Source: an optimization exercise on an open RTL-to-GDS flow (aim: small area, a short achievable clock period and few clock cycles). Production flows keep margins and buffers that such runs may drop.
RTL that was checked went through simulation tests only; none was proved equivalent to the original.
Only the layout flow was run in runs 1, 4 and 7; the RTL was not checked for function there.
No run shown here takes its clock network from TritonCTS; it comes from the design's own scripts or RTL.
No driver is modelled on the clock port, so clock power and skew are understated where the tree is cut down; a real chip needs a root buffer or a tree.
Power figures rest on the tool's default switching activity, not on a simulated workload.

===== flow/config.mk =====
export PLATFORM = sky130hd
export DESIGN_NAME = LZ77_Encoder
export DESIGN_NICKNAME = LZ77_Encoder
export VERILOG_FILES = /design/flow/design.v
export SDC_FILE = /design/flow/constraint.sdc
export NUM_CORES = 8
export LEC_CHECK = 0
export CAP_MARGIN = 20
export CORE_MARGIN = 2
export CORE_UTILIZATION = 50
export PLACE_DENSITY = 0.6
export SLEW_MARGIN = 20

===== flow/constraint.sdc =====
create_clock -name core_clock -period 10.0 [get_ports {clk}]
set_input_delay 2.0000 -clock core_clock [delete_from_list [all_inputs] [get_ports {clk}]]
set_output_delay 2.0000 -clock core_clock [all_outputs]
set_load 0.01 [all_outputs]

===== flow/design.v =====
module LZ77_Encoder(clk,reset,chardata,valid,encode,finish,offset,match_len,char_nxt);
input               clk;
input               reset;
input       [7:0]   chardata;
output  reg         valid;
output              encode;
output  reg         finish;
output  reg [3:0]   offset;
output  reg [2:0]   match_len;
output      [7:0]   char_nxt;
reg  [7:0] hist [0:9];
reg  [8:0] dead;
reg  [2:0] k;
integer j;
assign encode   = 1'b1;
assign char_nxt = hist[1];
reg  [9:0] hv;
wire [8:0] eq;
genvar g;
generate
    for (g = 1; g <= 9; g = g + 1) begin : cmp
        assign eq[g-1] = hv[g] & (hist[0] == hist[g]);
    end
endgenerate
wire [8:0] nm   = ~dead & eq;
wire       emit = (nm == 9'd0) | (k == 3'd7);
wire       live = hv[0];
wire       last = live & (hist[0] == 8'h24);
reg  [3:0] best;
always @(*) begin
    best = 4'd0;
    for (j = 0; j < 9; j = j + 1)
        if (!dead[j]) best = j;
end
wire [2:0] k_inc = {k[2] ^ (k[1] & k[0]), k[1] ^ k[0], ~k[0]};
always @(posedge clk) begin
    hist[0] <= chardata;
    for (j = 1; j <= 9; j = j + 1)
        hist[j] <= hist[j-1];
    match_len <= k;
    offset    <= best & {4{|k}};
    valid     <= ~reset & live & emit & ~finish;
    finish    <= ~reset & (finish | last);
end
always @(posedge clk or posedge reset) begin
    if (reset)
        hv <= 10'd0;
    else
        hv <= {hv[8:0], 1'b1};
end
always @(posedge clk) begin
    if (emit) begin
        dead <= 9'd0;
        k    <= 3'd0;
    end else begin
        dead <= ~nm;
        k    <= k_inc;
    end
end
endmodule

===== flow/flow/run.sh =====
#!/bin/bash
# Standard ORFS layout, except: small fast port buffers, a tighter setup repair
# target, and a hand-built one-level clock tree (flow/manual_cts.tcl) in place of TritonCTS.
set -euo pipefail
KNOBS=$(cat flow/knobs.txt)
eval bash standard.sh $KNOBS PRE_CTS_TCL=$PWD/flow/manual_cts.tcl finish > standard_flow.log 2>&1

===== flow/flow/knobs.txt =====
BUFFER_PORTS_ARGS='-buffer_cell sky130_fd_sc_hd__buf_2' MATCH_CELL_FOOTPRINT=0 SETUP_SLACK_MARGIN=7.3 MCTS_NBUF=4 MCTS_BUF=sky130_fd_sc_hd__buf_12

===== flow/flow/manual_cts.tcl =====
set nbuf $::env(MCTS_NBUF)
set bufm $::env(MCTS_BUF)
set block [ord::get_db_block]
set db [ord::get_db]
set master [$db findMaster $bufm]
set clknet [$block findNet clk]
set sinks [$clknet getITerms]
puts "manual_cts: [llength $sinks] clock sinks, $nbuf x $bufm"

set pts {}
foreach it $sinks {
  set bb [[$it getInst] getBBox]
  lappend pts [list [expr {([$bb xMin] + [$bb xMax]) / 2}] [expr {([$bb yMin] + [$bb yMax]) / 2}]]
}

proc mcts_cmp {axis a b} {
  global mcts_pts
  return [expr {[lindex $mcts_pts $a $axis] - [lindex $mcts_pts $b $axis]}]
}

proc mcts_bisect {ids parts} {
  global mcts_pts
  if {$parts == 1} { return [list $ids] }
  set xs [lsort -integer [lmap i $ids {lindex $mcts_pts $i 0}]]
  set ys [lsort -integer [lmap i $ids {lindex $mcts_pts $i 1}]]
  set axis [expr {([lindex $xs end] - [lindex $xs 0]) >= ([lindex $ys end] - [lindex $ys 0]) ? 0 : 1}]
  set sorted [lsort -command [list mcts_cmp $axis] $ids]
  set p1 [expr {$parts / 2}]
  set h [expr {([llength $sorted] * $p1 + $parts / 2) / $parts}]
  return [concat [mcts_bisect [lrange $sorted 0 [expr {$h - 1}]] $p1] \
                 [mcts_bisect [lrange $sorted $h end] [expr {$parts - $p1}]]]
}

set ::mcts_pts $pts
set ids {}
for {set i 0} {$i < [llength $pts]} {incr i} { lappend ids $i }
set groups [mcts_bisect $ids $nbuf]

set c 0
foreach grp $groups {
  set inst [odb::dbInst_create $block $master "mcts_buf_$c"]
  set net [odb::dbNet_create $block "mcts_clk_$c"]
  $net setSigType CLOCK
  [$inst findITerm A] connect $clknet
  [$inst findITerm X] connect $net
  set sx 0; set sy 0
  foreach i $grp {
    set it [lindex $sinks $i]
    $it disconnect
    $it connect $net
    incr sx [lindex $pts $i 0]; incr sy [lindex $pts $i 1]
  }
  set k [llength $grp]
  set x [expr {$sx / $k - [$master getWidth] / 2}]
  set y [expr {$sy / $k - [$master getHeight] / 2}]
  $inst setLocation $x $y
  $inst setPlacementStatus PLACED
  puts "manual_cts: buffer $c at ($x, $y) drives $k sinks"
  incr c
}
$clknet setSigType CLOCK

# TritonCTS is not run.
rename clock_tree_synthesis orig_clock_tree_synthesis
proc clock_tree_synthesis {args} { puts "manual_cts: TritonCTS skipped" }

===== flow/standard.sh =====
#!/bin/bash
# synth_recipe.tcl (not shown) runs the flow's synth.tcl, then flattens the netlist and writes it again
# the make line also repeats each setting of config.mk as NAME=value (left out here)
make -C /OpenROAD-flow-scripts/flow DESIGN_CONFIG=/design/flow/config.mk WORK_HOME=/design/flow/orfs CLKGATE_MAP_FILE= SYNTH_SCRIPT=/design/flow/synth_recipe.tcl "${@:-finish}"

==> flow_metrics.env, run 1 <==
export IMPL_outcome="no timing/DRC/antenna violations"
export IMPL_rsz0062_at_grt="no"
export IMPL_ant_nets=0
export IMPL_io_buffers=26
export IMPL_crit_type="reg -> out"
export IMPL_max_stage_delay_ps=380
export IMPL_synth_top_cell_by_area="dfxtp_1"
export IMPL_drt_pass1_iterations=4
export IMPL_ys_top_cells_by_area="dfxtp_1 (58%), xnor2_1 (15%), dfrtp_1 (7.2%)"
export IMPL_antenna_found_initial=0
export IMPL_maxSlewViolCount=0
export IMPL_endpoint_kind="output port"
export IMPL_yosysMostFrequentCell="dfxtp_1"
export IMPL_synth_edf_count=0
export IMPL_ys_ff_latch=111
export IMPL_ys_seq_area_share_pct=64.93
export IMPL_relSlewSlack_pct=59.64
export IMPL_synth_area_per_cell_um2=12.63
export IMPL_crit_slowest_cell="dfxtp_1"
export IMPL_drc=0
export IMPL_worst_slew_pin_slew_ps=604.6
export IMPL_area_growth_pct=6.829
export IMPL_period_share_pct=26.60
export IMPL_grt_pass1_wl_mm=8.493
export IMPL_synth_cell_types=31
export IMPL_nNetsFinal=314
export IMPL_multi_input_area_um2=1100
export IMPL_max_cap_violations=0
export IMPL_fmax_ghz=0.3759
export IMPL_drive_gt1_share_pct=12.04
export IMPL_fin_setup_tns_ps=0
export IMPL_globalplace_congestion=0.7481
export IMPL_synth_ff_type="dfxtp_1"
export IMPL_yosys_warnings=2
export IMPL_total_power_uw=692.7
export IMPL_clk_pin_slew_ps=100
export IMPL_postCtsSetupRepairBufs=0
export IMPL_grt_usage_pct=13.88
export IMPL_vias=1830
export IMPL_rows=30
export IMPL_cp_buffers_inverters=1
export IMPL_final_fill_count=579
export IMPL_io_pins=28
export IMPL_async_flop_share_pct=9.009
export IMPL_dieArea_um2=7684
export IMPL_synthCells=277
export IMPL_worstSkewPairLatency_ps=140
export IMPL_finalWorstSetupSlack_ps=7340
export IMPL_cellLeakagePower_uw=0.001464
export IMPL_area_sequential_um2=2275
export IMPL_synthTopCellsByCount="dfxtp_1 (101), xnor2_1 (60), nor2_1 (14)"
export IMPL_worst_endpoint_required_ps=8000
export IMPL_grt_pass1_vias=1792
export IMPL_min_period_ps=2660
export IMPL_peakVddDrop_v=0.0001422
export IMPL_worst_hold_path_type="reg -> reg"
export IMPL_path_cells="buf_2"
export IMPL_arrival_ps=660
export IMPL_cp_max_fo=3
export IMPL_cp_start_kind="register"
export IMPL_hold_violations=0
export IMPL_avgViaCountPerCell=4.633
export IMPL_diodes=0
export IMPL_grt_max_degree=29
export IMPL_dp_slack_ps=7512
export IMPL_setup_viol=0
export IMPL_synth_area_um2=3500
export IMPL_skew_ps=7.964
export IMPL_cellPowerDensity_nw_per_um2=185.3
export IMPL_drt_iter0_drc=52
export IMPL_wl_mm=5.072
export IMPL_core_um2=6794
export IMPL_start_util_pct=51.51
export IMPL_wire_per_inst_um=12.84
export IMPL_synth_top_area_share_pct=57.78
export IMPL_dp_hpwl_mm=3.910
export IMPL_grt_overflow_total=0
export IMPL_die_h_um=87.66
export IMPL_fp_dieW_um=87.66
export IMPL_crit_family="flip-flops"
==> cell families (layout without fill, tap and decap cells) <==
family	after synthesis	after routing	share of synthesized area, %
compound gates	11	11	2.539
xor+xnor	72	72	18.02
fa+ha+maj	3	3	1.073
buf+inv	18	39	3.754
flops	111	111	64.93
other cells	1	2	0.1072
simple gates	61	61	9.582
==> cell type report <==
| class | count | share of cell area (%) |
|---|---|---|
| Sequential cell | 111 | 60.84 |
| Multi-Input combinational cell | 149 | 29.42 |
| Timing Repair Buffer | 26 | 3.481 |
| Tap cell | 96 | 3.213 |
| Buffer | 4 | 2.142 |
| Inverter | 9 | 0.9036 |
==> cells in the final DEF (no fill, tap or decap), drive strengths merged, types with 2 or more instances in the layout <==
master | netlist | routed
dfxtp | 101 | 101
xnor2 | 60 | 60
buf | 9 | 30
nor2 | 14 | 14
xor2 | 12 | 12
nand3 | 11 | 11
dfrtp | 10 | 10
inv | 9 | 9
nor3 | 9 | 9
nand4 | 7 | 7
nand3b | 6 | 6
nand2 | 4 | 4
o21ai | 3 | 3
nor4 | 3 | 3
ha | 3 | 3
a41oi | 2 | 2
a21oi | 2 | 2
conb | 1 | 2
==> what timing repair did <==
| item | in CTS | in global routing |
|---|---|---|
| resized for setup | 0 | 2 |
| endpoints found under the hold margin | 0 | 0 |
| setup endpoints to repair | 0 | 2 |
| hold buffers | 0 | 0 |
==> registers in the layout, indices dropped and copies added (netlist names) <==
signal and count:
hist 80, hv 10, dead 9, offset 4, k 3, match_len 3, finish 1, valid 1
==> metrics by stage <==
step                utilization (%)  area [µm²]  hold WS, ps  std cells
floorplan                         -        3503        346.3        278
global placement              53.81        3656        352.5        391
detailed placement            53.81        3656        354.9        391
CTS                           54.99        3736        354.9        395
global route                  55.03        3739        370.1        395
finish                        55.03        3739        363.3        395
==> path summary, 6_finish.rpt <==
| check | start | endpoint | cells past startpoint | slack (ps) |
|---|---|---|---|---|
| setup reg to reg | hist[0][3]$_DFF_P_ | valid$_DFF_P_ | 6 | 7580 |
| min in group asynchronous | reset | hv[5]$_DFF_PP0_ | 2 | 1850 |
| setup / recovery | hist[1][5]$_DFF_P_ | char_nxt[5] | 1 | 7340 |
| max in group asynchronous | reset | hv[3]$_DFF_PP0_ | 2 | 7870 |
| hold / removal | hist[4][0]$_DFF_P_ | hist[5][0]$_DFF_P_ | 0 | 360 |
| hold reg to reg | hist[4][0]$_DFF_P_ | hist[5][0]$_DFF_P_ | 0 | 360 |
==> per-layer routing <==
layer / vias up / wire length, µm / share of wire (%) / global-route usage [%]
met5: - / 0 / 0 / 0
met4: 0 / 75 / 1.5 / 1.538
met3: 6 / 195 / 3.8 / 0.8483
met2: 40 / 2375 / 47 / 24.45
met1: 842 / 2426 / 48 / 19.58
li1: 942 / - / - / -
==> power by group <==
part / total [µW] / internal, µW / switching, µW
Clock: 170 / 65.3 / 105
Combinational: 39.9 / 24.1 / 15.9
Sequential: 483 / 464 / 19.1
Total: 693 / 553 / 140
==> run 2: changes to the inputs <==
--- a/flow/design.v
+++ b/flow/design.v
@@ -39,5 +39,5 @@
         hist[j] <= hist[j-1];
     match_len <= k;
-    offset    <= best & {4{|k}};
+    offset    <= (k == 3'd0) ? 4'd0 : best;
     valid     <= ~reset & live & emit & ~finish;
     finish    <= ~reset & (finish | last);
--- a/flow/config.mk
+++ b/flow/config.mk
@@ -8,5 +8,5 @@
 export CAP_MARGIN = 20
 export CORE_MARGIN = 2
-export CORE_UTILIZATION = 50
-export PLACE_DENSITY = 0.6
+export CORE_UTILIZATION = 35
+export PLACE_DENSITY = 0.5
 export SLEW_MARGIN = 20
==> run 2 against run 1 <==
Effect of this change: clock power about the same; combinational power up 5%; sequential cell count unchanged; still clean on timing, DRC and antenna; maximum frequency about the same; hold slack worse by 0.56 ps; register-to-register slack worse by 50 ps; highest routed layer unchanged; clock skew up 0.74 ps; global-route usage down 2.6 points; cell count up 11%; area after synthesis down 0.21%; critical path depth unchanged.
==> flow_metrics.env, run 2 <==
export IMPL_pwr_share_comb_pct=6.0
export IMPL_area_growth_pct=9.137
export IMPL_dp_hpwl_mm=4.680
export IMPL_avgViaCountPerCell=4.340
export IMPL_io_pins=28
export IMPL_max_stage_delay_ps=380
export IMPL_dp_cells=434
export IMPL_fmax_ghz=0.3763
export IMPL_top_register="hist"
export IMPL_setup_viol=0
export IMPL_cp_start_kind="register"
export IMPL_cellLeakagePower_uw=0.001519
export IMPL_synthCells=283
export IMPL_rsz0062_at_grt="no"
export IMPL_wire_per_inst_um=14.02
export IMPL_synth_top_cell_by_area="dfxtp_1"
export IMPL_p_clk_share_pct=24.6
export IMPL_nNetsFinal=320
export IMPL_path_cells="buf_2"
export IMPL_core_um2=9729
export IMPL_grt_max_degree=29
export IMPL_ys_ff_latch=111
export IMPL_crit_family="flip-flops"
export IMPL_mostFrequentLayoutCell="dfxtp_1"
export IMPL_ys_top_cells_by_area="dfxtp_1 (58%), xnor2_1 (12%), dfrtp_1 (7.2%)"
export IMPL_largest_reg_flops=80
export IMPL_dp_slack_ps=7488
export IMPL_dieArea_um2=10790
export IMPL_maxSlewViolCount=0
export IMPL_holdBufCountCts=0
export IMPL_final_fill_count=985
export IMPL_r2r_setup_slack_ps=7530
export IMPL_async_flop_share_pct=9.009
export IMPL_cellPowerDensity_nw_per_um2=182.9
export IMPL_start_util_pct=35.89
export IMPL_ant_nets=0
export IMPL_p_sw_uw=145.0
export IMPL_finalNonFillerCells=438
export IMPL_drt_pass1_iterations=4
export IMPL_antenna_found_initial=0
export IMPL_wl_mm=6.140
export IMPL_max_cap_violations=0
export IMPL_total_power_uw=697.2
export IMPL_ys_seq_area_share_pct=65.07
export IMPL_synth_cell_types=32
export IMPL_peakVddDrop_v=0.0001015
export IMPL_switching_share_pct=20.79
export IMPL_drc=0
export IMPL_endpoint_kind="output port"
export IMPL_cp_max_fo=3
export IMPL_diodes=0
export IMPL_yosysMostFrequentCell="dfxtp_1"
export IMPL_skew_ps=8.705
export IMPL_cp_buffers_inverters=1
export IMPL_globalplace_congestion=0.7698
export IMPL_min_period_ps=2658
export IMPL_reg_top3="hist x80, hv x10, dead x9"
export IMPL_p_int_uw=552.3
export IMPL_fin_setup_tns_ps=0
export IMPL_vias=1901
export IMPL_grt_overflow_total=0
export IMPL_synth_area_um2=3492
export IMPL_clk_pin_slew_ps=100
export IMPL_drive_gt1_share_pct=12.46
export IMPL_crit_slowest_cell="dfxtp_1"
export IMPL_final_cell_mix="dfxtp_1 (96), xnor2_1 (48), buf_2 (26)"
export IMPL_arrival_ps=660
export IMPL_grt_usage_pct=11.26
export IMPL_worst_hold_path_type="reg -> reg"
export IMPL_grt_pass1_wl_mm=9.860
export IMPL_worstSkewPairLatency_ps=140
export IMPL_io_buffers=26
export IMPL_synthTopCellsByCount="dfxtp_1 (101), xnor2_1 (48), xor2_1 (21)"
export IMPL_synth_top_area_share_pct=57.90
export IMPL_drt_iter0_drc=55
export IMPL_grt_pass1_vias=1931
export IMPL_crit_type="reg -> out"
export IMPL_relSlewSlack_pct=46.61
export IMPL_p_seq_share_pct=69.4
export IMPL_synth_edf_count=0
export IMPL_rows=36
export IMPL_finalWorstSetupSlack_ps=7342
export IMPL_synth_area_per_cell_um2=12.34
export IMPL_period_share_pct=26.58
export IMPL_hold_violations=0
export IMPL_fp_dieW_um=103.9
export IMPL_synth_ff_type="dfxtp_1"
export IMPL_worst_endpoint_required_ps=8000
export IMPL_outcome="no timing/DRC/antenna violations"
export IMPL_yosys_warnings=2
export IMPL_holdWs_ps=362.8
export IMPL_worst_slew_pin_slew_ps=790.8
export IMPL_die_h_um=103.9
run 2: changes by cell type in the layout (fill, tap and decap cells not counted), moves of 3 or more:
| cell | previous run | this run |
|---|---|---|
| xnor2_1 | 60 | 48 |
| xor2_1 | 12 | 21 |
| dfxtp_1 | 99 | 96 |
| dfxtp_2 | 2 | 5 |
| inv_1 | 9 | 12 |
| nor3_1 | 9 | 12 |
run 2: power groups by stage:
stage | Combinational, µW | Clock, µW | Sequential (µW)
finish | 41.8 | 172 | 484
global route | 46.8 | 194 | 487
floorplan | 38.0 | 0 | 485
detailed placement | 43.2 | 0 | 494
global placement | 43.8 | 0 | 494
CTS | 43.4 | 132 | 494
run 2: metrics by stage:
stage,util [%],instance area (µm²)
global placement,38.28,3725
global route,39.17,3811
floorplan,-,3496
CTS,39.11,3805
finish,39.17,3811
detailed placement,38.28,3725
run 2: worst register-to-register path, cell delays in order (launching register included):
cell	delay, ps
dfxtp_1	670
xor2_1	200
nor3_1	80
and4_1	200
or4_4	570
o31ai_4	480
and3_1	220
run 2: routing by layer:
metal / part of all wire [%] / vias up / GRT usage, %
met1: 45 / 888 / 14.10
met4: 2.3 / 0 / 2.220
met2: 49 / 40 / 20.86
met5: 0 / - / 0
met3: 4.1 / 9 / 1.316
li1: - / 964 / -
run 2: path summary, 6_finish.rpt:
check                              startpoint                  to  depth (start not counted)
max                        hist[1][2]$_DFF_P_         char_nxt[2]                          1
max reg2reg                hist[0][5]$_DFF_P_       valid$_DFF_P_                          6
max in group asynchronous               reset     hv[3]$_DFF_PP0_                          2
min in group asynchronous               reset     hv[5]$_DFF_PP0_                          2
min reg2reg                hist[5][6]$_DFF_P_  hist[6][6]$_DFF_P_                          0
min                        hist[5][6]$_DFF_P_  hist[6][6]$_DFF_P_                          0
run 2: timing repair:
action | CTS | global route
gates resized for setup | 0 | 5
setup buffers | 0 | 0
endpoints found under the setup margin | 0 | 5
run 2: cells by family (layout without fill, tap and decap cells):
kind of cell,after synthesis,in the layout,synth area share (%)
adders and majority gates,3,3,1.075
xor gates and xnor gates,69,69,17.31
AOI/OAI and AO/OA,13,13,3.117
other,1,2,0.1074
buffers and inverters,21,42,3.224
and+or+nand+nor,65,65,10.10
DFF,111,111,65.07
run 2: cell type report:
| type | instances | area [µm²] | share of cell area (%) |
|---|---|---|---|
| inverter | 12 | 45.04 | 1.182 |
| tap | 133 | 166.4 | 4.366 |
| multi-input combinational | 152 | 1111 | 29.15 |
| buffer | 4 | 80.08 | 2.101 |
| timing repair buffer | 26 | 130.1 | 3.414 |
| sequential | 111 | 2278 | 59.78 |
Testbench counts of run 2, summed over its fixed seeds: cycles 49,224.
==> run 3: changes to the inputs <==
==> flow/flow/knobs.txt (replaced) <==
BUFFER_PORTS_ARGS='-buffer_cell sky130_fd_sc_hd__buf_2' MATCH_CELL_FOOTPRINT=0 SETUP_SLACK_MARGIN=0 MCTS_NBUF=4 MCTS_BUF=sky130_fd_sc_hd__buf_12
--- a/flow/config.mk
+++ b/flow/config.mk
@@ -8,5 +8,5 @@
 export CAP_MARGIN = 20
 export CORE_MARGIN = 2
-export CORE_UTILIZATION = 35
-export PLACE_DENSITY = 0.5
+export CORE_UTILIZATION = 50
+export PLACE_DENSITY = 0.6
 export SLEW_MARGIN = 20
==> run 3 against run 2 <==
Effect of this change: combinational power hardly changed; maximum frequency is 0.86% lower; critical path depth did not move; synthesized cell count unchanged; design area down 1.4%; critical path type unchanged; critical endpoint is now char_nxt[7]; highest routed layer unchanged.
==> flow_metrics.env, run 3 <==
export IMPL_fin_area_um2=3759
export IMPL_min_period_ps=2681
export IMPL_synth_adder_area_share_pct=1.075
export IMPL_ys_ff_latch=111
export IMPL_io_pins=28
export IMPL_vias=1859
export IMPL_synth_top_area_share_pct=57.90
export IMPL_maxSlewViolCount=0
export IMPL_dp_hpwl_mm=4.415
export IMPL_peakVddDrop_v=0.0001218
export IMPL_grt_usage_pct=15.22
export IMPL_avgViaCountPerCell=4.636
export IMPL_cp_buffers_inverters=1
export IMPL_worst_endpoint_required_ps=8000
export IMPL_crit_family="flip-flops"
export IMPL_synth_area_mux_share_pct=0
export IMPL_ys_top_cells_by_area="dfxtp_1 (58%), xnor2_1 (12%), dfrtp_1 (7.2%)"
export IMPL_wl_mm=5.700
export IMPL_synth_cell_types=32
export IMPL_fmax_ghz=0.3730
export IMPL_postCtsSetupRepairBufs=0
export IMPL_die_h_um=87.57
export IMPL_synth_area_per_cell_um2=12.34
export IMPL_wl_met1_mm=2.676
export IMPL_start_util_pct=51.40
export IMPL_max_cap_violations=0
export IMPL_r2r_setup_slack_ps=7510
export IMPL_wire_per_inst_um=14.21
export IMPL_cp_start_kind="register"
export IMPL_wl_met2_mm=2.734
export IMPL_area_growth_pct=7.632
export IMPL_max_stage_delay_ps=390
export IMPL_synth_xor_area_share_pct=17.31
export IMPL_fp_dieW_um=87.57
export IMPL_fin_setup_tns_ps=0
export IMPL_worstSkewPairLatency_ps=140
export IMPL_synthTopCellsByCount="dfxtp_1 (101), xnor2_1 (48), xor2_1 (21)"
export IMPL_skew_ps=9.984
export IMPL_synth_simple_area_share_pct=10.10
export IMPL_yosys_warnings=2
export IMPL_drt_pass1_iterations=4
export IMPL_clk_pin_slew_ps=100
export IMPL_met3_length_um=196
export IMPL_reg_top3="hist x80, hv x10, dead x9"
export IMPL_path_cells="buf_2"
export IMPL_synth_edf_count=0
export IMPL_nNetsFinal=320
export IMPL_crit_slowest_cell="dfxtp_1"
export IMPL_cellLeakagePower_uw=0.001518
export IMPL_rsz0062_at_grt="no"
export IMPL_dieArea_um2=7669
export IMPL_synth_ff_type="dfxtp_1"
export IMPL_synth_compound_area_share_pct=3.117
export IMPL_drive_gt1_share_pct=10.82
export IMPL_synth_area_um2=3492
export IMPL_worst_hold_path_type="reg -> reg"
export IMPL_outcome="no timing/DRC/antenna violations"
export IMPL_yosysMostFrequentCell="dfxtp_1"
export IMPL_setup_viol=0
export IMPL_holdWs_ps=365.9
export IMPL_grt_overflow_total=0
export IMPL_cellPowerDensity_nw_per_um2=184.9
export IMPL_largest_reg_flops=80
export IMPL_globalplace_congestion=0.9184
export IMPL_final_cell_mix="dfxtp_1 (101), xnor2_1 (48), buf_2 (26)"
export IMPL_worst_slew_pin_slew_ps=791.0
export IMPL_drt_iter0_drc=83
export IMPL_rows=30
export IMPL_hold_violations=0
export IMPL_top_layer="met4"
export IMPL_mostFrequentLayoutCell="dfxtp_1"
export IMPL_holdBufCountCts=0
export IMPL_relSlewSlack_pct=46.60
export IMPL_place_area_um2=3679
export IMPL_ys_seq_area_share_pct=65.07
export IMPL_io_buffers=26
export IMPL_drc=0
export IMPL_cp_max_fo=3
export IMPL_period_share_pct=26.81
export IMPL_top_register="hist"
export IMPL_cts_resized=0
export IMPL_endpoint_kind="output port"
export IMPL_ant_nets=0
export IMPL_grt_pass1_wl_mm=9.087
export IMPL_crit_type="reg -> out"
export IMPL_diodes=0
export IMPL_arrival_ps=680
export IMPL_core_um2=6794
export IMPL_grt_pass1_vias=1772
export IMPL_async_flop_share_pct=9.009
export IMPL_synthCells=283
export IMPL_antenna_found_initial=0
export IMPL_grt_max_degree=29
export IMPL_synth_top_cell_by_area="dfxtp_1"
export IMPL_synth_top_family_by_area="XOR/XNOR gates"
-- run 3: power breakdown --
part	internal, µW	total, µW	switching [µW]
sequential	464	483	19.6
clock	65.3	170	105
combinational	23.1	41.5	18.4
-- run 3: layout make-up --
| type | instances | area, µm² |
|---|---|---|
| Buffer | 4 | 80.08 |
| Inverter | 12 | 45.04 |
| Tap cell | 96 | 120.1 |
| Sequential cell | 111 | 2272 |
| Timing Repair Buffer | 26 | 130.1 |
| Multi-Input combinational cell | 152 | 1111 |
| Fill cell | 611 | 3035 |
-- run 3: logic make-up (layout without fill, tap and decap cells) --
family | Yosys count | count (layout)
AOI/OAI and AO/OA | 13 | 13
xor gates and xnor gates | 69 | 69
adders and majority gates | 3 | 3
buffers and inverters | 21 | 42
DFF | 111 | 111
other | 1 | 2
and+or+nand+nor | 65 | 65
-- run 3: path summary, 6_finish.rpt --
kind	startpoint	endpoint	depth (start not counted)
setup / recovery	hist[1][7]$_DFF_P_	char_nxt[7]	1
hold / removal	hist[7][2]$_DFF_P_	hist[8][2]$_DFF_P_	0
setup reg to reg	hist[0][5]$_DFF_P_	valid$_DFF_P_	6
hold reg to reg	hist[7][2]$_DFF_P_	hist[8][2]$_DFF_P_	0
max in group asynchronous	reset	hv[4]$_DFF_PP0_	2
min in group asynchronous	reset	hv[9]$_DFF_PP0_	2
-- run 3: layer usage --
layer,track usage [%],up-vias
li1,-,963
met1,20.76,845
met2,27.00,43
met3,1.320,8
met4,2.378,0
met5,0,-
-- run 3: per-stage QoR --
stage	setup WS, ps	cells	util, %	total power, µW
CTS	7479	401	55.32	669.4
floorplan	7629	284	-	522.6
global placement	7483	397	54.14	536.4
finish	7319	401	55.32	694.9
detailed placement	7507	397	54.14	536.6
global route	7267	401	55.32	722.2
==> run 4: changes to the inputs <==
--- a/flow/design.v
+++ b/flow/design.v
@@ -20,5 +20,5 @@
 generate
     for (g = 1; g <= 9; g = g + 1) begin : cmp
-        assign eq[g-1] = hv[g] & (hist[0] == hist[g]);
+        LZ77_eq8 u_eq (.a(hist[0]), .b(hist[g]), .en(hv[g]), .eq(eq[g-1]));
     end
 endgenerate
@@ -59,2 +59,9 @@
 end
 endmodule
+module LZ77_eq8(a, b, en, eq);
+input  [7:0] a;
+input  [7:0] b;
+input        en;
+output       eq;
+assign eq = en & (a == b);
+endmodule
==> flow/flow/knobs.txt (replaced) <==
BUFFER_PORTS_ARGS='-buffer_cell sky130_fd_sc_hd__buf_2' MATCH_CELL_FOOTPRINT=0 SETUP_SLACK_MARGIN=7.3 MCTS_NBUF=4 MCTS_BUF=sky130_fd_sc_hd__buf_12
--- a/flow/config.mk
+++ b/flow/config.mk
@@ -11,2 +11,3 @@
 export PLACE_DENSITY = 0.6
 export SLEW_MARGIN = 20
+export SYNTH_HIERARCHICAL = 1
==> run 4 against run 3 <==
Effect of this change: worst setup slack improved by 19 ps; combinational power hardly changed; clock skew shrank 2.3 ps; critical path type unchanged; largest cell class unchanged.
==> flow_metrics.env, run 4 <==
export IMPL_outcome="no timing/DRC/antenna violations"
export IMPL_vias=1792
export IMPL_hold_path_end="hist[6][7]$_DFF_P_"
export IMPL_met3_length_um=164
export IMPL_dp_hpwl_mm=3.703
export IMPL_ys_top_cells_by_area="dfxtp_1 (58%), xnor2_1 (18%), dfrtp_1 (7.2%)"
export IMPL_relSlewSlack_pct=60.93
export IMPL_grt_usage_pct=13.52
export IMPL_synthTopCellsByCount="dfxtp_1 (101), xnor2_1 (72)"
export IMPL_cellPowerDensity_nw_per_um2=184.4
export IMPL_wl_met1_mm=2.160
export IMPL_cp_max_fo=3
export IMPL_crit_slowest_cell="dfxtp_1"
export IMPL_rows=30
export IMPL_top_layer="met4"
export IMPL_total_power_uw=693.9
export IMPL_area_growth_pct=8.475
export IMPL_p_int_uw=553.4
export IMPL_wire_per_inst_um=12.27
export IMPL_grt_overflow_total=0
export IMPL_crit_family="flip-flops"
export IMPL_skew_ps=7.706
export IMPL_max_stage_delay_ps=380
export IMPL_ys_seq_area_share_pct=65.49
export IMPL_io_pins=28
export IMPL_switching_share_pct=20.26
export IMPL_hold_violations=0
export IMPL_min_path_cells=0
export IMPL_final_fill_count=610
export IMPL_p_sw_uw=140.6
export IMPL_drt_iter0_drc=44
export IMPL_cp_buffers_inverters=1
export IMPL_worst_endpoint_required_ps=8000
export IMPL_worst_hold_path_type="reg -> reg"
export IMPL_maxSlewViolCount=0
export IMPL_top_register="hist"
export IMPL_final_cell_mix="dfxtp_1 (99), xnor2_1 (72), buf_2 (26)"
export IMPL_io_buffers=26
export IMPL_fin_util_pct=55.70
export IMPL_fin_setup_tns_ps=0
export IMPL_avgViaCountPerCell=4.655
export IMPL_antenna_found_initial=0
export IMPL_worstSkewPairLatency_ps=140
export IMPL_crit_type="reg -> out"
export IMPL_pwr_share_comb_pct=6.0
export IMPL_core_um2=6756
export IMPL_cp_depth=1
export IMPL_clk_pin_slew_ps=100
export IMPL_grt_pass1_wl_mm=8.286
export IMPL_arrival_ps=660
export IMPL_holdWs_ps=365.8
export IMPL_synth_top_cell_by_area="dfxtp_1"
export IMPL_largest_reg_flops=80
export IMPL_globalplace_congestion=0.7394
export IMPL_reg_top3="hist x80, hv x10, dead x9"
export IMPL_rr_startpoint="hist[0][3]$_DFF_P_"
export IMPL_rsz0062_at_grt="no"
export IMPL_reg2reg_depth=7
export IMPL_cp_start_kind="register"
export IMPL_yosysMostFrequentCell="dfxtp_1"
export IMPL_synth_top_area_share_pct=58.28
export IMPL_max_cap_violations=0
export IMPL_start_util_pct=51.35
export IMPL_synth_area_per_cell_um2=12.57
export IMPL_path_cells="buf_2"
export IMPL_fmax_ghz=0.3757
export IMPL_setup_viol=0
export IMPL_fp_dieW_um=87.30
export IMPL_mostFrequentLayoutCell="dfxtp_1"
export IMPL_synthCells=276
export IMPL_wl_met2_mm=2.344
export IMPL_synth_ff_type="dfxtp_1"
export IMPL_area_sequential_um2=2275
export IMPL_period_share_pct=26.61
export IMPL_dieArea_um2=7621
export IMPL_min_period_ps=2661
export IMPL_grt_pass1_vias=1748
export IMPL_postCtsSetupRepairBufs=0
export IMPL_diodes=0
export IMPL_endpoint_kind="output port"
export IMPL_nNetsFinal=320
export IMPL_grt_max_degree=29
export IMPL_synth_area_um2=3470
export IMPL_ys_ff_latch=111
export IMPL_worst_slew_pin_slew_ps=585.3
export IMPL_die_h_um=87.30
export IMPL_drive_gt1_share_pct=17.05
export IMPL_drc=0
export IMPL_timing_rr_end="valid$_DFF_P_"
export IMPL_p_clk_share_pct=24.5
export IMPL_peakVddDrop_v=0.0001669
export IMPL_p_seq_share_pct=69.5
export IMPL_cellLeakagePower_uw=0.001463
export IMPL_r2r_setup_slack_ps=7720
export IMPL_wl_mm=4.724
export IMPL_async_flop_share_pct=9.009
export IMPL_ant_nets=0
export IMPL_drt_pass1_iterations=4
export IMPL_yosys_warnings=9
export IMPL_hp_start="hist[5][7]$_DFF_P_"
export IMPL_synth_edf_count=0
export IMPL_synth_cell_types=25
export IMPL_multi_input_area_um2=1145
[run 4: timing repair]
item / 4_1_cts / 5_1_grt
setup endpoints to repair: 0 / 2
resized for setup: 0 / 2
hold buffers: 0 / 0
[run 4: power groups by stage]
stage                     Combinational, µW  Sequential (µW)  Clock (µW)
after floorplan                        32.8              490           0
after global placement                 42.8              492           0
after detailed placement               43.0              493           0
after CTS                              43.1              493         132
after global routing                   46.7              487         191
final                                  41.6              482         170
[run 4: area by class of cell]
type	count	share of cell area (%)
Buffer	4	2.128
Multi-Input combinational cell	155	30.42
Inverter	9	0.8976
Timing Repair Buffer	26	3.457
Sequential cell	111	60.44
Tap cell	80	2.660
[run 4: stage by stage]
stage | cells | area (µm²) | setup slack [ps]
global placement | 381 | 3681 | 7531
detailed placement | 381 | 3681 | 7506
finish | 385 | 3764 | 7339
CTS | 385 | 3761 | 7506
floorplan | 277 | 3473 | 7628
global route | 385 | 3764 | 7301
[run 4: worst max path at each step]
stage                             from          end  slack [ps]
floorplan           hist[1][0]$_DFF_P_  char_nxt[0]        7630
global route        hist[1][3]$_DFF_P_  char_nxt[3]        7300
CTS                 hist[1][3]$_DFF_P_  char_nxt[3]        7510
finish              hist[1][3]$_DFF_P_  char_nxt[3]        7340
global placement    hist[1][1]$_DFF_P_  char_nxt[1]        7530
detailed placement  hist[1][6]$_DFF_P_  char_nxt[6]        7510
[run 4: kinds of logic after synthesis]
| family | share of synthesized area, % |
|---|---|
| compound gates | 1.695 |
| xor+xnor | 18.18 |
| fa+ha+maj | 1.082 |
| buf+inv | 1.623 |
| flops | 65.49 |
| other cells | 0.1081 |
| simple gates | 11.83 |
[run 4: Yosys stat by module (local to each module, per instance)]
module        area, µm²  times used  flip-flops and latches  cells inside
LZ77_eq8          95.09           9                       0            12
LZ77_Encoder       2614           1                     111           168
[run 4: per-layer routing]
layer | up-vias | track usage [%]
li1 | 942 | -
met1 | 821 | 18.88
met2 | 25 | 23.62
met3 | 4 | 1.422
met4 | 0 | 1.119
met5 | - | 0
==> run 5: changes to the inputs <==
--- a/flow/design.v
+++ b/flow/design.v
@@ -20,5 +20,5 @@
 generate
     for (g = 1; g <= 9; g = g + 1) begin : cmp
-        LZ77_eq8 u_eq (.a(hist[0]), .b(hist[g]), .en(hv[g]), .eq(eq[g-1]));
+        assign eq[g-1] = hv[g] & (hist[0] == hist[g]);
     end
 endgenerate
@@ -43,9 +43,14 @@
     finish    <= ~reset & (finish | last);
 end
-always @(posedge clk or posedge reset) begin
-    if (reset)
-        hv <= 10'd0;
-    else
-        hv <= {hv[8:0], 1'b1};
+reg  [9:0] hs;
+always @(*) begin
+    for (j = 0; j < 10; j = j + 1)
+        hv[j] = (j % 2) ? ~hs[j] : hs[j];
+end
+always @(posedge clk) begin
+    hs[0] <= ~reset;
+    for (j = 1; j < 10; j = j + 1)
+        if (j % 2) hs[j] <= ~(~reset & hs[j-1]);
+        else       hs[j] <= ~(reset | hs[j-1]);
 end
 always @(posedge clk) begin
@@ -59,9 +64,2 @@
 end
 endmodule
-module LZ77_eq8(a, b, en, eq);
-input  [7:0] a;
-input  [7:0] b;
-input        en;
-output       eq;
-assign eq = en & (a == b);
-endmodule
--- a/flow/config.mk
+++ b/flow/config.mk
@@ -11,3 +11,2 @@
 export PLACE_DENSITY = 0.6
 export SLEW_MARGIN = 20
-export SYNTH_HIERARCHICAL = 1
==> run 5 against run 4 <==
Effect of this change: sequential share of layout area shrank 0.43 points; die area grew 0.45%; core utilization shrank 0.78 points; maximum frequency grew 0.14%; wire length grew 14%; cell count is the same; power shrank 1.6%; critical path type unchanged; critical endpoint is now char_nxt[7].
==> flow_metrics.env, run 5 <==
export IMPL_outcome="no timing/DRC/antenna violations"
export IMPL_synthCells=284
export IMPL_min_period_ps=2658
export IMPL_drc=0
export IMPL_arrival_ps=660
export IMPL_fp_dieW_um=87.50
export IMPL_maxSlewViolCount=0
export IMPL_largest_reg_flops=80
export IMPL_multi_input_area_um2=1140
export IMPL_grt_usage_pct=14.28
export IMPL_synth_top_area_share_pct=63.75
export IMPL_drt_iter0_drc=96
export IMPL_ys_seq_area_share_pct=63.75
export IMPL_cts_resized=0
export IMPL_dp_cells=381
export IMPL_hold_violations=0
export IMPL_synth_area_per_cell_um2=12.27
export IMPL_wire_per_inst_um=14.03
export IMPL_path_cells="buf_2"
export IMPL_ys_ff_latch=111
export IMPL_synth_ff_type="dfxtp_1"
export IMPL_worst_slew_pin_slew_ps=613.5
export IMPL_globalplace_congestion=0.7590
export IMPL_finalWorstSetupSlack_ps=7342
export IMPL_top_layer="met4"
export IMPL_dp_slack_ps=7369
export IMPL_grt_pass1_vias=1887
export IMPL_rr_startpoint="hist[0][2]$_DFF_P_"
export IMPL_cp_max_fo=3
export IMPL_worst_hold_path_type="reg -> reg"
export IMPL_rsz0062_at_grt="no"
export IMPL_drive_gt1_share_pct=13.44
export IMPL_synth_cell_types=30
export IMPL_peakVddDrop_v=0.0001358
export IMPL_timing_rr_end="valid$_DFF_P_"
export IMPL_period_share_pct=26.58
export IMPL_setup_viol=0
export IMPL_crit_start="hist[1][7]$_DFF_P_"
export IMPL_rows=30
export IMPL_async_flop_share_pct=0
export IMPL_grt_overflow_total=0
export IMPL_vias=1892
export IMPL_synthTopCellsByCount="dfxtp_1 (111), xor2_1 (39), xnor2_1 (33)"
export IMPL_crit_type="reg -> out"
export IMPL_diodes=0
export IMPL_max_cap_violations=0
export IMPL_finalNonFillerCells=385
export IMPL_cp_endpoint="char_nxt[7]"
export IMPL_core_um2=6756
export IMPL_final_cell_mix="dfxtp_1 (107), xor2_1 (39), xnor2_1 (33)"
export IMPL_ant_nets=0
export IMPL_area_growth_pct=6.461
export IMPL_postCtsSetupRepairBufs=0
export IMPL_crit_slowest_cell="dfxtp_1"
export IMPL_worstSkewPairLatency_ps=140
export IMPL_skew_ps=9.225
export IMPL_cp_start_kind="register"
export IMPL_nNetsFinal=320
export IMPL_crit_family="flip-flops"
export IMPL_grt_max_degree=29
export IMPL_reg_top3="hist x80, hs x10, dead x9"
export IMPL_io_buffers=26
export IMPL_max_stage_delay_ps=380
export IMPL_clk_pin_slew_ps=110
export IMPL_holdBufCountCts=0
export IMPL_synth_edf_count=0
export IMPL_fmax_ghz=0.3763
export IMPL_fin_setup_tns_ps=0
export IMPL_wl_met1_mm=2.529
export IMPL_cellLeakagePower_uw=0.001494
export IMPL_met3_length_um=231
export IMPL_area_sequential_um2=2227
export IMPL_start_util_pct=51.59
export IMPL_top_register="hist"
export IMPL_io_pins=28
export IMPL_yosys_warnings=2
export IMPL_r2r_setup_slack_ps=7490
export IMPL_relSlewSlack_pct=59.04
export IMPL_grt_pass1_wl_mm=8.673
export IMPL_endpoint_kind="output port"
export IMPL_wl_mm=5.400
export IMPL_yosysMostFrequentCell="dfxtp_1"
export IMPL_cp_depth=1
export IMPL_synth_top_cell_by_area="dfxtp_1"
export IMPL_dp_hpwl_mm=4.073
export IMPL_mostFrequentLayoutCell="dfxtp_1"
export IMPL_final_fill_count=611
export IMPL_drt_pass1_iterations=5
export IMPL_cellPowerDensity_nw_per_um2=184.0
export IMPL_reg2reg_depth=6
export IMPL_wl_met2_mm=2.525
export IMPL_antenna_found_initial=0
export IMPL_avgViaCountPerCell=4.914
export IMPL_dieArea_um2=7655
export IMPL_synth_area_um2=3486
export IMPL_cp_buffers_inverters=1
export IMPL_die_h_um=87.50
export IMPL_worst_endpoint_required_ps=8000
export IMPL_ys_top_cells_by_area="dfxtp_1 (64%), xor2_1 (9.8%), xnor2_1 (8.3%)"
==> run 5: routing by layer <==
| metal | track usage, % | vias to the layer above |
|---|---|---|
| li1 | - | 967 |
| met1 | 19.42 | 876 |
| met2 | 25.28 | 40 |
| met3 | 1.327 | 9 |
| met4 | 1.958 | 0 |
| met5 | 0 | - |
==> run 5: cell type report <==
type	instances	area share [%]
timing repair buffer	26	3.506
buffer	4	2.158
inverter	9	0.9103
sequential	111	60.01
tap	80	2.697
multi-input combinational	155	30.71
==> run 5: kinds of logic (layout without fill, tap and decap cells) <==
kind of cell | after synthesis | count (layout) | share of synthesized area, %
buffers and inverters | 18 | 39 | 3.553
adders and majority gates | 3 | 3 | 1.077
xor gates and xnor gates | 72 | 72 | 18.09
other | 1 | 1 | 0.1076
AOI/OAI and AO/OA | 12 | 12 | 3.195
DFF | 111 | 111 | 63.75
and+or+nand+nor | 67 | 67 | 10.23
==> run 5: worst min path at each step <==
stage / from / cells after the start / end
CTS: hist[3][1]$_DFF_P_ / 0 / hist[4][1]$_DFF_P_
global placement: hist[3][2]$_DFF_P_ / 0 / hist[4][2]$_DFF_P_
detailed placement: hist[3][1]$_DFF_P_ / 0 / hist[4][1]$_DFF_P_
finish: hist[4][5]$_DFF_P_ / 0 / hist[5][5]$_DFF_P_
global route: hist[4][7]$_DFF_P_ / 0 / hist[5][7]$_DFF_P_
floorplan: hist[0][5]$_DFF_P_ / 0 / hist[1][5]$_DFF_P_
==> run 5: through the flow <==
step           area [µm²]  power, µW  util, %  hold slack [ps]
2_1_floorplan        3486      514.3        -            331.9
3_3_place_gp         3626      522.4    53.67            352.0
3_5_place_dp         3626      523.2    53.67            353.7
4_1_cts              3706      655.9    54.85            353.7
5_1_grt              3711      709.1    54.93            371.3
6_report             3711      682.9    54.93            360.6
==> run 5: report_power, final <==
group          switching [µW]  total (µW)  internal (µW)
clock network             106         171           65.3
registers                18.0         479            461
logic                    13.6        33.1           19.5
total                     138         683            545
Testbench counts of run 5, summed over its fixed seeds: cycles 49,224.
==> run 6: changes to the inputs <==
--- a/flow/config.mk
+++ b/flow/config.mk
@@ -9,4 +9,5 @@
 export CORE_MARGIN = 2
 export CORE_UTILIZATION = 50
+export GPL_TIMING_DRIVEN = 0
 export PLACE_DENSITY = 0.6
 export SLEW_MARGIN = 20
==> run 6 against run 5 <==
Effect of this change: register-to-register slack improved by 240 ps; worst setup slack got worse by 8.6 ps; largest cell class unchanged; critical path depth unchanged; largest power group unchanged; cell count grew 2.3%; design area increased by 2.4%; still clean.
==> flow_metrics.env, run 6 <==
export IMPL_min_period_ps=2666
export IMPL_async_flop_share_pct=0
export IMPL_wl_mm=5.061
export IMPL_cp_buffers_inverters=1
export IMPL_hold_violations=0
export IMPL_r2r_setup_slack_ps=7730
export IMPL_ys_top_cells_by_area="dfxtp_1 (64%), xor2_1 (9.8%), xnor2_1 (8.3%)"
export IMPL_nNetsFinal=329
export IMPL_yosys_warnings=2
export IMPL_skew_ps=6.948
export IMPL_synthTopCellsByCount="dfxtp_1 (111), xor2_1 (39), xnor2_1 (33)"
export IMPL_grt_max_degree=29
export IMPL_worstSkewPairLatency_ps=140
export IMPL_synth_area_per_cell_um2=12.27
export IMPL_final_fill_count=593
export IMPL_fin_setup_tns_ps=0
export IMPL_drt_pass1_iterations=4
export IMPL_max_cap_violations=0
export IMPL_worst_hold_path_type="reg -> reg"
export IMPL_period_share_pct=26.66
export IMPL_area_sequential_um2=2227
export IMPL_synthCells=284
export IMPL_diodes=0
export IMPL_crit_family="flip-flops"
export IMPL_synth_area_um2=3486
export IMPL_outcome="no timing/DRC/antenna violations"
export IMPL_core_um2=6756
export IMPL_rows=30
export IMPL_holdWs_ps=348.1
export IMPL_final_cell_mix="dfxtp_1 (107), xor2_1 (39), xnor2_1 (33)"
export IMPL_area_growth_pct=9.045
export IMPL_start_util_pct=51.59
export IMPL_avgViaCountPerCell=4.761
export IMPL_synth_edf_count=0
export IMPL_grt_usage_pct=13.72
export IMPL_ys_ff_latch=111
export IMPL_crit_start="finish$_DFF_P_"
export IMPL_arrival_ps=670
export IMPL_yosysMostFrequentCell="dfxtp_1"
export IMPL_wire_per_inst_um=12.85
export IMPL_fp_dieW_um=87.50
export IMPL_dieArea_um2=7655
export IMPL_fmax_ghz=0.3750
export IMPL_holdBufCountCts=0
export IMPL_timing_rr_end="valid$_DFF_P_"
export IMPL_largest_reg_flops=80
export IMPL_io_pins=28
export IMPL_antenna_found_initial=0
export IMPL_grt_overflow_total=0
export IMPL_multi_input_area_um2=1140
export IMPL_rsz0062_at_grt="no"
export IMPL_min_path_cells=0
export IMPL_cellLeakagePower_uw=0.001542
export IMPL_mostFrequentLayoutCell="dfxtp_1"
export IMPL_synth_ff_type="dfxtp_1"
export IMPL_cp_max_fo=3
export IMPL_cp_start_kind="register"
export IMPL_cellPowerDensity_nw_per_um2=180.0
export IMPL_endpoint_kind="output port"
export IMPL_drc=0
export IMPL_cp_depth=1
export IMPL_rr_startpoint="hist[0][2]$_DFF_P_"
export IMPL_peakVddDrop_v=0.0001381
export IMPL_ys_seq_area_share_pct=63.75
export IMPL_grt_pass1_wl_mm=8.411
export IMPL_ant_nets=0
export IMPL_total_power_uw=684.2
export IMPL_reg2reg_depth=7
export IMPL_clk_pin_slew_ps=100
export IMPL_worst_endpoint_required_ps=8000
export IMPL_grt_pass1_vias=1847
export IMPL_crit_type="reg -> out"
export IMPL_fin_util_pct=56.26
export IMPL_synth_top_area_share_pct=63.75
export IMPL_path_cells="buf_2"
export IMPL_max_stage_delay_ps=380
export IMPL_reg_top3="hist x80, hs x10, dead x9"
export IMPL_synth_cell_types=30
export IMPL_crit_slowest_cell="dfxtp_1"
export IMPL_synth_top_cell_by_area="dfxtp_1"
export IMPL_io_buffers=26
export IMPL_hp_start="hist[0][5]$_DFF_P_"
export IMPL_dp_hpwl_mm=3.907
export IMPL_drt_iter0_drc=63
export IMPL_die_h_um=87.50
export IMPL_setup_viol=0
export IMPL_top_register="hist"
export IMPL_drive_gt1_share_pct=16.24
export IMPL_maxSlewViolCount=0
export IMPL_cp_endpoint="finish"
export IMPL_vias=1876
export IMPL_globalplace_congestion=0.7747
-- run 6: changes by cell type in the layout (fill, tap and decap cells not counted) --
cell   delta
buf_4     +3
inv_2     +1
inv_1     -1
buf_6     +6
-- run 6: metal layers --
layer | share of wire [%] | global-route usage, % | routed length [µm]
met4 | 1.6 | 1.818 | 80
met2 | 48 | 25.41 | 2441
met1 | 48 | 18.03 | 2413
met3 | 2.5 | 0.7583 | 126
met5 | 0 | 0 | 0
-- run 6: worst min path at each step --
stage                         endpoint  slack (ps)
finish              hist[1][5]$_DFF_P_         350
global route        hist[1][5]$_DFF_P_         360
CTS                 hist[1][7]$_DFF_P_         340
detailed placement  hist[1][7]$_DFF_P_         340
global placement    hist[1][7]$_DFF_P_         330
floorplan           hist[1][5]$_DFF_P_         330
-- run 6: where the power goes --
group	internal, µW	switching, µW	total, µW
combinational	22.9	21.3	44.2
clock	65.3	104	169
sequential	461	10.3	471
total	549	135	684
-- run 6: cell families (layout without fill, tap and decap cells) --
family | after synthesis | in the layout | share of synthesized area [%]
xor+xnor | 72 | 72 | 18.09
fa+ha+maj | 3 | 3 | 1.077
flops | 111 | 111 | 63.75
simple gates | 67 | 67 | 10.23
compound gates | 12 | 12 | 3.195
buf+inv | 18 | 48 | 3.553
other cells | 1 | 1 | 0.1076
-- run 6: timing repair --
item,CTS,global route
buffers inserted,0,0
gates resized for setup,1,4
setup endpoints to repair,1,4
-- run 6: final cells by class --
cell class	count	share of cell area [%]
sequential	111	58.59
multi-input combinational	155	29.99
buffer	13	4.477
timing repair buffer	26	3.423
tap	80	2.633
inverter	9	0.8887
-- run 6: stage by stage --
| stage | cell area [µm²] | setup slack, ps | std cells |
|---|---|---|---|
| final | 3801 | 7334 | 394 |
| after global routing | 3801 | 7304 | 394 |
| after CTS | 3796 | 7378 | 394 |
| after detailed placement | 3716 | 7292 | 390 |
| after global placement | 3716 | 7306 | 390 |
| after floorplan | 3486 | 7615 | 284 |
==> run 7: changes to the inputs <==
--- a/flow/design.v
+++ b/flow/design.v
@@ -39,5 +39,5 @@
         hist[j] <= hist[j-1];
     match_len <= k;
-    offset    <= (k == 3'd0) ? 4'd0 : best;
+    offset    <= best & {4{|k}};
     valid     <= ~reset & live & emit & ~finish;
     finish    <= ~reset & (finish | last);
--- a/flow/config.mk
+++ b/flow/config.mk
@@ -9,5 +9,4 @@
 export CORE_MARGIN = 2
 export CORE_UTILIZATION = 50
-export GPL_TIMING_DRIVEN = 0
 export PLACE_DENSITY = 0.6
 export SLEW_MARGIN = 20
==> run 7 against run 6 <==
Effect of this change: combinational power shrank 25%; power shrank 0.79%; area after synthesis grew 0.18%; cell count grew 2.0%; via count shrank 1.9%; wire length grew 1.2%; synthesized cell count grew 0.35%; critical endpoint is now char_nxt[3]; highest routed layer unchanged.
==> flow_metrics.env, run 7 <==
export IMPL_worstSkewPairLatency_ps=130
export IMPL_grt_usage_pct=14.22
export IMPL_grt_overflow_total=0
export IMPL_drc=0
export IMPL_worst_slew_pin_slew_ps=605.0
export IMPL_vias=1841
export IMPL_async_flop_share_pct=0
export IMPL_p_sw_uw=133.4
export IMPL_grt_max_degree=29
export IMPL_pwr_share_comb_pct=4.9
export IMPL_avgViaCountPerCell=4.580
export IMPL_fin_util_pct=54.92
export IMPL_dieArea_um2=7669
export IMPL_hp_start="hist[4][6]$_DFF_P_"
export IMPL_setup_viol=0
export IMPL_switching_share_pct=19.66
export IMPL_outcome="no timing/DRC/antenna violations"
export IMPL_drt_iter0_drc=35
export IMPL_fin_setup_tns_ps=0
export IMPL_path_cells="buf_2"
export IMPL_p_seq_share_pct=70.5
export IMPL_yosys_warnings=2
export IMPL_synth_ff_type="dfxtp_1"
export IMPL_timing_rr_end="valid$_DFF_P_"
export IMPL_fmax_ghz=0.3758
export IMPL_nNetsFinal=321
export IMPL_largest_reg_flops=80
export IMPL_worst_hold_path_type="reg -> reg"
export IMPL_crit_slowest_cell="dfxtp_1"
export IMPL_globalplace_congestion=0.7149
export IMPL_die_h_um=87.57
export IMPL_fin_area_um2=3731
export IMPL_arrival_ps=660
export IMPL_maxSlewViolCount=0
export IMPL_synthTopCellsByCount="dfxtp_1 (111), xor2_1 (39), xnor2_1 (33)"
export IMPL_dp_slack_ps=7348
export IMPL_wire_per_inst_um=12.75
export IMPL_r2r_setup_slack_ps=7560
export IMPL_crit_type="reg -> out"
export IMPL_cp_buffers_inverters=1
export IMPL_worst_endpoint_required_ps=8000
export IMPL_rr_startpoint="hist[0][2]$_DFF_P_"
export IMPL_antenna_found_initial=0
export IMPL_synth_top_cell_by_area="dfxtp_1"
export IMPL_diodes=0
export IMPL_endpoint_kind="output port"
export IMPL_ys_ff_latch=111
export IMPL_yosysMostFrequentCell="dfxtp_1"
export IMPL_crit_start="hist[1][3]$_DFF_P_"
export IMPL_postCtsSetupRepairBufs=0
export IMPL_final_cell_mix="dfxtp_1 (109), xor2_1 (39), xnor2_1 (33)"
export IMPL_top_register="hist"
export IMPL_holdBufCountCts=0
export IMPL_min_period_ps=2661
export IMPL_synth_top_area_share_pct=63.63
export IMPL_drt_pass1_iterations=3
export IMPL_multi_input_area_um2=1139
export IMPL_hold_path_end="hist[5][6]$_DFF_P_"
export IMPL_peakVddDrop_v=0.0001513
export IMPL_drive_gt1_share_pct=12.75
export IMPL_ys_top_cells_by_area="dfxtp_1 (64%), xor2_1 (9.8%), xnor2_1 (8.3%)"
export IMPL_ant_nets=0
export IMPL_synth_area_per_cell_um2=12.25
export IMPL_place_area_um2=3649
export IMPL_crit_family="flip-flops"
export IMPL_rsz0062_at_grt="no"
export IMPL_cts_resized=0
export IMPL_mostFrequentLayoutCell="dfxtp_1"
export IMPL_start_util_pct=51.40
export IMPL_finalWorstSetupSlack_ps=7339
export IMPL_grt_pass1_wl_mm=8.659
export IMPL_clk_pin_slew_ps=100
export IMPL_ys_seq_area_share_pct=63.63
export IMPL_grt_pass1_vias=1848
export IMPL_rows=30
export IMPL_max_cap_violations=0
export IMPL_synth_cell_types=30
export IMPL_relSlewSlack_pct=59.61
export IMPL_cellPowerDensity_nw_per_um2=181.9
export IMPL_skew_ps=6.764
export IMPL_max_stage_delay_ps=380
export IMPL_fp_dieW_um=87.57
export IMPL_hold_violations=0
export IMPL_synth_area_um2=3492
export IMPL_p_int_uw=545.3
export IMPL_dp_hpwl_mm=4.048
export IMPL_period_share_pct=26.61
export IMPL_area_sequential_um2=2225
export IMPL_io_pins=28
export IMPL_reg_top3="hist x80, hs x10, dead x9"
export IMPL_cp_max_fo=3
export IMPL_wl_mm=5.124
export IMPL_reg2reg_depth=6
export IMPL_area_growth_pct=6.843
export IMPL_min_path_cells=0
export IMPL_p_clk_share_pct=24.7
export IMPL_io_buffers=26
export IMPL_synth_edf_count=0
export IMPL_synthCells=285
export IMPL_core_um2=6794
export IMPL_cellLeakagePower_uw=0.001491
export IMPL_cp_start_kind="register"
export IMPL_final_fill_count=608
## run 7: through the flow
step | power [µW] | hold slack [ps] | instances
finish | 678.7 | 364.1 | 402
global route | 708.6 | 370.5 | 402
CTS | 655.8 | 353.0 | 402
detailed placement | 523.2 | 353.0 | 398
global placement | 522.6 | 352.7 | 398
floorplan | 514.5 | 331.9 | 285
## run 7: cell type report
type,instances,share of cell area (%)
multi-input cells,155,30.52
flip-flops and latches,111,59.62
well taps,96,3.219
plain buffers,4,2.146
inverters,10,1.006
repair buffers,26,3.488
## run 7: kinds of logic after synthesis
group | after synthesis | share of synthesized area [%]
flip-flops | 111 | 63.63
XOR/XNOR | 72 | 18.06
AND/OR/NAND/NOR | 67 | 10.18
buffers and inverters | 19 | 3.762
AO/OA/AOI/OAI | 12 | 3.189
adder cells (fa/ha/maj) | 3 | 1.075
other | 1 | 0.1074
## run 7: worst max path at each step
stage / end / slack, ps / cells past startpoint
finish: char_nxt[3] / 7340 / 1
global route: char_nxt[6] / 7300 / 1
CTS: valid$_DFF_P_ / 7340 / 4
detailed placement: valid$_DFF_P_ / 7350 / 4
global placement: valid$_DFF_P_ / 7420 / 4
floorplan: valid$_DFF_P_ / 7610 / 3
## run 7: layer usage
layer	track usage (%)	vias to the layer above	part of all wire, %
met5	0	-	0
met4	1.259	0	1.2
met3	1.225	5	2.8
met2	26.52	21	49
met1	18.66	842	47
li1	-	973	-
## run 7: power groups by stage
| stage | Clock, µW | Combinational, µW | Sequential [µW] |
|---|---|---|---|
| after floorplan | 0 | 33.9 | 481 |
| after global placement | 0 | 33.8 | 489 |
| after detailed placement | 0 | 34.1 | 489 |
| after CTS | 132 | 34.2 | 489 |
| after global routing | 189 | 37.4 | 482 |
| final | 167 | 33.1 | 478 |
==> run 8: changes to the inputs <==
--- a/flow/design.v
+++ b/flow/design.v
@@ -39,5 +39,5 @@
         hist[j] <= hist[j-1];
     match_len <= k;
-    offset    <= best & {4{|k}};
+    offset    <= (k == 3'd0) ? 4'd0 : best;
     valid     <= ~reset & live & emit & ~finish;
     finish    <= ~reset & (finish | last);
--- a/flow/config.mk
+++ b/flow/config.mk
@@ -9,4 +9,4 @@
 export CORE_MARGIN = 2
 export CORE_UTILIZATION = 50
-export PLACE_DENSITY = 0.6
+export PLACE_DENSITY = 0.8
 export SLEW_MARGIN = 20
==> run 8 against run 7 <==
Effect of this change: clock skew down 2.1 ps; hold slack got worse by 1.6 ps; register-to-register slack lost 60 ps; critical path depth is the same; combinational power about the same; area after synthesis decreased by 0.18%; critical path type unchanged.
==> flow_metrics.env, run 8 <==
export IMPL_outcome="no timing/DRC/antenna violations"
export IMPL_postCtsSetupRepairBufs=0
export IMPL_worst_hold_path_type="reg -> reg"
export IMPL_top_register="hist"
export IMPL_crit_type="reg -> out"
export IMPL_final_fill_count=573
export IMPL_io_buffers=26
export IMPL_max_cap_violations=0
export IMPL_p_int_uw=545.3
export IMPL_p_clk_share_pct=24.6
export IMPL_cellPowerDensity_nw_per_um2=183.0
export IMPL_synth_area_per_cell_um2=12.27
export IMPL_synth_edf_count=0
export IMPL_max_stage_delay_ps=380
export IMPL_fin_setup_tns_ps=0
export IMPL_drc=0
export IMPL_nNetsFinal=320
export IMPL_cp_max_fo=3
export IMPL_synth_cell_types=30
export IMPL_synth_top_area_share_pct=63.75
export IMPL_min_period_ps=2661
export IMPL_wl_met2_mm=2.685
export IMPL_clk_pin_slew_ps=100
export IMPL_async_flop_share_pct=0
export IMPL_ys_ff_latch=111
export IMPL_grt_pass1_vias=1918
export IMPL_maxSlewViolCount=0
export IMPL_cp_buffers_inverters=1
export IMPL_p_sw_uw=133.5
export IMPL_arrival_ps=660
export IMPL_finalNonFillerCells=385
export IMPL_yosys_warnings=2
export IMPL_relSlewSlack_pct=58.12
export IMPL_wire_per_inst_um=13.76
export IMPL_worstSkewPairLatency_ps=130
export IMPL_synth_top_cell_by_area="dfxtp_1"
export IMPL_dieArea_um2=7655
export IMPL_final_cell_mix="dfxtp_1 (109), xor2_1 (39), xnor2_1 (33)"
export IMPL_drive_gt1_share_pct=12.79
export IMPL_grt_pass1_wl_mm=8.797
export IMPL_period_share_pct=26.61
export IMPL_cellLeakagePower_uw=0.001493
export IMPL_drt_iter0_drc=81
export IMPL_cp_start_kind="register"
export IMPL_ys_top_cells_by_area="dfxtp_1 (64%), xor2_1 (9.8%), xnor2_1 (8.3%)"
export IMPL_largest_reg_flops=80
export IMPL_pwr_share_comb_pct=4.8
export IMPL_synth_area_um2=3486
export IMPL_fmax_ghz=0.3758
export IMPL_grt_max_degree=29
export IMPL_antenna_found_initial=0
export IMPL_grt_overflow_total=0
export IMPL_met3_length_um=195
export IMPL_ant_nets=0
export IMPL_r2r_setup_slack_ps=7500
export IMPL_fp_dieW_um=87.50
export IMPL_wl_met1_mm=2.346
export IMPL_globalplace_congestion=0.7668
export IMPL_synthCells=284
export IMPL_p_seq_share_pct=70.5
export IMPL_dp_cells=381
export IMPL_area_growth_pct=6.389
export IMPL_grt_usage_pct=14.30
export IMPL_core_um2=6756
export IMPL_setup_viol=0
export IMPL_mostFrequentLayoutCell="dfxtp_1"
export IMPL_reg_top3="hist x80, hs x10, dead x9"
export IMPL_vias=1892
export IMPL_synthTopCellsByCount="dfxtp_1 (111), xor2_1 (39), xnor2_1 (33)"
export IMPL_wl_mm=5.299
export IMPL_rows=30
export IMPL_synth_ff_type="dfxtp_1"
export IMPL_worst_slew_pin_slew_ps=627.3
export IMPL_rsz0062_at_grt="no"
export IMPL_diodes=0
export IMPL_skew_ps=4.633
export IMPL_avgViaCountPerCell=4.914
export IMPL_path_cells="buf_2"
export IMPL_ys_seq_area_share_pct=63.75
export IMPL_start_util_pct=51.59
export IMPL_die_h_um=87.50
export IMPL_peakVddDrop_v=0.0001620
export IMPL_yosysMostFrequentCell="dfxtp_1"
export IMPL_top_layer="met4"
export IMPL_crit_family="flip-flops"
export IMPL_drt_pass1_iterations=4
export IMPL_hold_violations=0
export IMPL_worst_endpoint_required_ps=8000
export IMPL_dp_hpwl_mm=4.044
export IMPL_io_pins=28
export IMPL_endpoint_kind="output port"
export IMPL_switching_share_pct=19.67
export IMPL_crit_slowest_cell="dfxtp_1"
run 8: cell families (layout without fill, tap and decap cells):
logic type,Yosys count,after routing,synth area share [%]
other,1,1,0.1076
buffers and inverters,18,39,3.553
flip-flops,111,111,63.75
AO/OA/AOI/OAI,12,12,3.195
XOR/XNOR,72,72,18.09
AND/OR/NAND/NOR,67,67,10.23
adder cells (fa/ha/maj),3,3,1.077
run 8: final cells by class:
cell class | instances | area (µm²) | share of cell area (%)
plain buffers | 4 | 80.08 | 2.159
inverters | 9 | 33.78 | 0.9109
multi-input cells | 155 | 1140 | 30.74
flip-flops and latches | 111 | 2225 | 59.99
well taps | 80 | 100.1 | 2.699
repair buffers | 26 | 130.1 | 3.509
run 8: routing by layer:
| layer | up-vias | track usage (%) |
|---|---|---|
| met3 | 5 | 0.7583 |
| met1 | 887 | 18.97 |
| li1 | 965 | - |
| met4 | 0 | 1.678 |
| met2 | 35 | 26.45 |
| met5 | - | 0 |
run 8: what timing repair did:
action	CTS	global route
resized for setup	0	2
setup endpoints to repair	0	2
hold buffers	0	0
run 8: worst paths after layout:
kind / start / end / cells past startpoint
min: hist[4][7]$_DFF_P_ / hist[5][7]$_DFF_P_ / 0
max reg2reg: hist[0][7]$_DFF_P_ / valid$_DFF_P_ / 6
min reg2reg: hist[4][7]$_DFF_P_ / hist[5][7]$_DFF_P_ / 0
max: hist[1][3]$_DFF_P_ / char_nxt[3] / 1
run 8: power groups by stage:
stage          logic [µW]  clock network, µW  registers (µW)
5_1_grt              37.5                185             482
4_1_cts              33.7                132             490
3_5_place_dp         33.6                  0             489
6_report             32.9                167             479
2_1_floorplan        33.8                  0             481
3_3_place_gp         32.6                  0             488
run 8: per-stage QoR:
step	total power, µW	utilization, %	cell area (µm²)	worst slack [ps]	hold WS (ps)
CTS	655.6	54.85	3706	7336	353.3
finish	678.8	54.89	3709	7339	362.5
global route	703.9	54.89	3709	7300	367.0
global placement	520.9	53.67	3626	7419	350.5
floorplan	514.3	-	3486	7615	331.9
detailed placement	522.9	53.67	3626	7337	353.3
Testbench counts of run 8, summed over its fixed seeds: cycles 49,224.

==> re-timing with driven ports <==
The flow's constraints put no driver on any port. The routed layouts listed below were extracted and timed again, unchanged, in two steps. Step 1 (the two cells are an assumption about what drives the block):
set clk [get_ports {clk}]
set_driving_cell -lib_cell sky130_fd_sc_hd__clkbuf_16 $clk
set_driving_cell -lib_cell sky130_fd_sc_hd__buf_2 [delete_from_list [all_inputs] $clk]
Step 2 times the ports against the registers' clock, not the clock port: input delays grow and output delays shrink by t, the midpoint of the rising clock arrivals with the driver on. Three values: no drivers, after step 1, after step 2; two values: the first two.
| run | shift t [ns] | slack for setup (ns) | worst hold slack (ns) | latest minus earliest clock arrival (ns) | pins driven straight from the clock port |
|---|---|---|---|---|---|
| run 1 | 0.215 | 7.340 / 7.258 / 7.473 | 0.363 / 0.363 / 0.363 | 0.008 / 0.008 | 4 |
| run 2 | 0.218 | 7.342 / 7.259 / 7.478 | 0.363 / 0.363 / 0.363 | 0.010 / 0.011 | 4 |
| run 3 | 0.215 | 7.319 / 7.237 / 7.452 | 0.366 / 0.366 / 0.366 | 0.010 / 0.010 | 4 |
| run 4 | 0.213 | 7.339 / 7.258 / 7.471 | 0.366 / 0.366 / 0.366 | 0.007 / 0.008 | 4 |
| run 5 | 0.219 | 7.342 / 7.258 / 7.360 | 0.361 / 0.361 / 0.361 | 0.009 / 0.010 | 4 |
| run 6 | 0.214 | 7.334 / 7.252 / 7.390 | 0.348 / 0.348 / 0.348 | 0.008 / 0.007 | 4 |
| run 7 | 0.214 | 7.339 / 7.256 / 7.362 | 0.364 / 0.364 / 0.364 | 0.006 / 0.007 | 4 |
| run 8 | 0.210 | 7.339 / 7.260 / 7.342 | 0.363 / 0.363 / 0.363 | 0.005 / 0.005 | 4 |
After both steps setup and hold are still met in every run listed.
